Context: an optimization exercise on an open-source flow, tuned for small area. The choices shown serve that exercise and are no tape-out recipe. The RTL was checked by simulation tests, not by an equivalence proof against the original design. The clock port is modelled as an ideal driver, which makes a skipped or thinned clock tree look cheaper than it is; a real chip needs a root buffer or a tree. No activity file was given, so power comes from the tool's default toggle rates.

before:
// uart_txrx_test
module uart_txrx_test(
    input  wire       clk,
    input  wire       n_reset,
    input  wire       TX_RDY,
    input  wire       RX_RDY,
    output reg        WEN,
    output reg        OEN,
    output reg  [7:0] uart_tx,
    input  wire [7:0] uart_rx,
    output reg  [3:0] ctrl,
    input  wire       sda_i,
    output reg        sda_o,
    output wire       sda_oe,
    output reg        scl,
    input  wire [3:0] key
);
    reg  [5:0]  ph;
    wire [15:0] PH_T = 16'h4cb3;
    wire        i2c_tick = ph[5] & ~ph[4] & ~ph[3] & ~ph[2] & ~ph[0];
    always @(posedge clk or negedge n_reset)
        if (!n_reset) ph <= 6'd0;
        else          ph <= {ph[4:0], PH_T[{ph[5], ph[4], ph[3], ph[1]}]};
    reg  [7:0]  tw, tr;
    wire [15:0] TM_T = 16'hac53;
    wire        tw_zero = (tw == 8'd0);
    wire        tr_zero = (tr == 8'd0);
    wire        write_valid = ~tw_zero;
    wire        read_valid  = ~tr_zero;
  ...
Size in the first run: roughly 260 cells after synthesis, about 86 flip-flops, about 34 I/O pins, about 3300 um^2 of cells after synthesis.
export LEC_CHECK = 0
export CAP_MARGIN = 20
export CORE_MARGIN = 2
export CORE_UTILIZATION = 40
export PLACE_DENSITY = 0.6
export SLEW_MARGIN = 20
create_clock -name core_clock -period 10.0 [get_ports {clk}]
standard.sh (not shown) runs the stock make flow with config.mk's settings and CLKGATE_MAP_FILE= SYNTH_SCRIPT=/design/flow/synth_recipe.tcl, a recipe that flattens the netlist after the stock synthesis.
==> flow/flow/run.sh <==
#!/bin/bash
# The standard ORFS flow with these changes:
#  - synthesis maps the logic with an area-oriented ABC script (flow/abc_area.script)
#    in place of ORFS's delay-oriented one; everything else in synthesis is the
#    standard script (same passes, same flip-flop mapping and names);
#  - the port buffers are the smallest buffer cell (buf_1);
#  - the clock tree is built by flow/mycts.tcl (through ORFS's PRE_CTS_TCL hook)
#    in place of TritonCTS: one root buffer and balanced groups of flip-flops,
#    each behind its own leaf buffer; the rest of the CTS step (legalisation,
#    timing repair) is ORFS's.
set -euo pipefail
W=$(pwd)
rm -rf "$W/scripts_area"
cp -r "$FLOW_HOME/scripts" "$W/scripts_area"
cp "$W/flow/abc_area.script" "$W/scripts_area/abc_speed.script"
SCRIPTS_DIR="$W/scripts_area" bash standard.sh synth > synth_flow.log 2>&1
export BUFFER_PORTS_ARGS="-buffer_cell sky130_fd_sc_hd__buf_1"
export MY_FLOW_DIR="$W/flow"
export PRE_CTS_TCL="$W/flow/cts_hook.tcl"
bash standard.sh finish > layout_flow.log 2>&1
Other scripts of this flow, unchanged in this note and not shown: flow/flow/abc_area.script, flow/flow/cts_hook.tcl, flow/flow/mycts.tcl
In summary, before completed successfully, with a layout that passed the timing, design-rule and antenna checks.
What after does differently from before at the input level:
diff --git a/flow/design.v b/flow/design.v
--- a/flow/design.v
+++ b/flow/design.v
@@ -29,38 +29,36 @@
     wire        read_valid  = ~tr_zero;
     always @(posedge clk or negedge n_reset)
         if (!n_reset) begin
             tw <= 8'd0;
             tr <= 8'd0;
         end else begin
             tw <= {tw[6:0], tw_zero ? key[2] : TM_T[{tw[7], tw[6], tw[5], tw[3]}]};
             tr <= {tr[6:0], tr_zero ? key[3] : TM_T[{tr[7], tr[6], tr[5], tr[3]}]};
         end
     reg  [10:0] cs;          
-    reg         i2c_start;
     reg         wr_en, rd_en;
     reg         addr_inc;    
     reg  [7:0]  rd_data;     
     reg  [7:0]  po_data;     
     wire        cs_end = cs[0] & cs[1] & cs[2] & ~cs[3] & cs[4] & ~cs[6]
                        & ~cs[7] & ~cs[8] & ~cs[9] & ~cs[10];
     wire        i2c_end;
+    wire        i2c_start;
     always @(posedge clk or negedge n_reset)
         if (!n_reset) begin
             cs        <= 11'd0;
-            i2c_start <= 1'b0;
             wr_en     <= 1'b0;
             rd_en     <= 1'b0;
             addr_inc  <= 1'b0;
             po_data   <= 8'd0;
         end else if (i2c_tick) begin
-            i2c_start <= cs_end;
             cs <= ((!wr_en && !rd_en) || cs_end) ? 11'd0
                                                  : {cs[9:0], ~(cs[10] ^ cs[8])};
             if (i2c_end && wr_en)  wr_en <= 1'b0;
             else if (write_valid)  wr_en <= 1'b1;
             if (i2c_end && rd_en)  rd_en <= 1'b0;
             else if (read_valid)   rd_en <= 1'b1;
             if (!wr_en && !rd_en)  addr_inc <= 1'b0;
             else if (i2c_end)      addr_inc <= ~addr_inc;
             if (rd_en && i2c_end)  po_data <= rd_data;
         end
@@ -84,34 +82,39 @@
             3'b101: bpos = 3'd3;
             3'b011: bpos = 3'd4;
             3'b111: bpos = 3'd5;
             3'b110: bpos = 3'd6;
             default: bpos = 3'd7;
         endcase
     wire is_ack = (state == ACK_1) || (state == ACK_2) || (state == ACK_3)
                || (state == ACK_4) || (state == ACK_5);
     wire last_q    = (cnt == Q3);
     wire byte_done = last_q && (cnt_bit == 3'b100);
-    assign i2c_end = (state == IDLE) && cnt_bit[0];
+    assign i2c_end   = (state == IDLE) && cnt_bit[0];
+    assign i2c_start = cnt_bit[2];
     always @(posedge clk or negedge n_reset)
         if (!n_reset) begin
             state   <= IDLE;
             cnt     <= 2'd0;
             cnt_bit <= 3'd0;
             rd_data <= 8'd0;
         end else if (i2c_tick) begin
             if (state != IDLE)
                 cnt <= {cnt[0], ~cnt[1]};
             if (is_ack) begin
                 if (cnt == Q0)
                     cnt_bit <= {2'b00, sda_i};
-            end else if ((state == IDLE) || (state == START_1) || (state == START_2)
+            end else if (state == IDLE)
+                cnt_bit <= {cs_end, 2'b00};
+            else if ((state == STOP) && last_q && (cnt_bit == 3'b101))
+                cnt_bit <= {cs_end, 2'b11};
+            else if ((state == START_1) || (state == START_2)
                 || (state == N_ACK) || byte_done)
                 cnt_bit <= 3'd0;
             else if (last_q)
                 cnt_bit <= cnt_bit_nx;
             if (state == RD_DATA && cnt == Q2)
                 rd_data <= {rd_data[6:0], sda_i};
             case (state)
                 IDLE:          if (i2c_start) state <= START_1;
                 START_1:       if (last_q) state <= SEND_D_ADDR;
                 SEND_D_ADDR:   if (byte_done) state <= ACK_1;
## What came out
- after has via count of the first global-routing pass above what before had.
- Compared after vs before, and hold slack is down in after.
- In the metrics for after and before, the one carrying the lower detailed placer's ending HPWL is after.
- There was hardly any difference in vertical extent of the die between after and before.
- [compare] base=before new=after: clock power was more or less identical; sum of met2 wire segment lengths after detailed routing moved down; synthesized flop and latch total -about 1.2%; post-synthesis area per instance now smaller.
- Combinational power sits lower in after than in before.
- Against before, final cell count without fillers in after rose by a few percent.
- Compared with before, after shows area of the core lower by 41 um^2.
No run of this note takes its clock network from TritonCTS; it comes from the design's own scripts or RTL.


== job 7335 ==
Another version of the RTL of uart_txrx_test (not shown whole).
For scale: roughly 84 flip-flops, about 34 I/O pins.
Settings: LEC_CHECK=0, CAP_MARGIN=5, CORE_MARGIN=2, CORE_UTILIZATION=60, PLACE_DENSITY=0.8, SLEW_MARGIN=5; clock period 10.0 ns.
Scripts as last shown in full above: flow/flow/run.sh
Other scripts of this flow, unchanged in this note and not shown: flow/flow/abc_area.script, flow/flow/cts_hook.tcl, flow/flow/mycts.tcl
The following lists how job 4236 was set up differently from job 7335:
-- flow/design.v --
<<< job 7335, line 103
            if (is_ack) begin
                if (cnt == Q0)
                    cnt_bit <= {2'b00, sda_i};
            end else if (state == IDLE)
                cnt_bit <= {cs_end, 2'b00};
>>> job 4236, line 103
            if (is_ack) begin
                if (cnt == Q0)
                    cnt_bit[0] <= sda_i;
            end else if (state == IDLE)
                cnt_bit <= {cs_end, 2'b00};
Findings:
When job 4236 is set beside job 7335, its global routing usage on met1 turns out to be 0.65 points larger.
In job 4236, the worst setup slack after layout came out 0.25 ns below the value in job 7335.
In the reports for job 4236 and job 7335, the smaller overall via count from detail_route belongs to job 7335.
Compared with job 7335, combinational power in job 4236 decreased slightly.
Compared with job 7335, job 4236 shows a lower relative contribution of combinational cells to total power.
The run showing the greater number of global-route vias before repair is job 4236.
state[1] as the launching element of the worst setup path was reported by job 4236, and state[3] by job 7335.
Sequential cell area share was lower in job 4236 than in job 7335.
Per the comparison of job 4236 with job 7335, final max-slew violation count barely changed, die area level, met2 capacity usage during global routing climbed 4.4 points.
No run of this note takes its clock network from TritonCTS; it comes from the design's own scripts or RTL.

afterwards: timing with drivers on the ports:
Ports are ideal in the flow. The routed layouts listed here were re-timed in OpenROAD. Step 1 assumes that a clkbuf_16 drives the clock port and a buf_2 every other input. Step 2 times the ports against the registers' clock, not the clock port: input delays grow and output delays shrink by t, the midpoint of the rising clock arrivals with the driver on. a / b / c = ideal / step 1 / step 2; a / b = the first two.
| run | t (ns) | slack for setup (ns) | hold slack, ns |
|---|---|---|---|
| before | 0.555 | 5.613 / 5.588 / 6.143 | 0.382 / 0.382 / 0.382 |
| after | 0.555 | 5.122 / 5.094 / 5.650 | 0.379 / 0.379 / 0.379 |
| job 7335 | 0.526 | 5.872 / 5.846 / 6.372 | 0.373 / 0.373 / 0.373 |
| job 4236 | 0.482 | 5.627 / 5.601 / 6.084 | 0.386 / 0.386 / 0.386 |
After both steps every run listed still meets setup and hold.
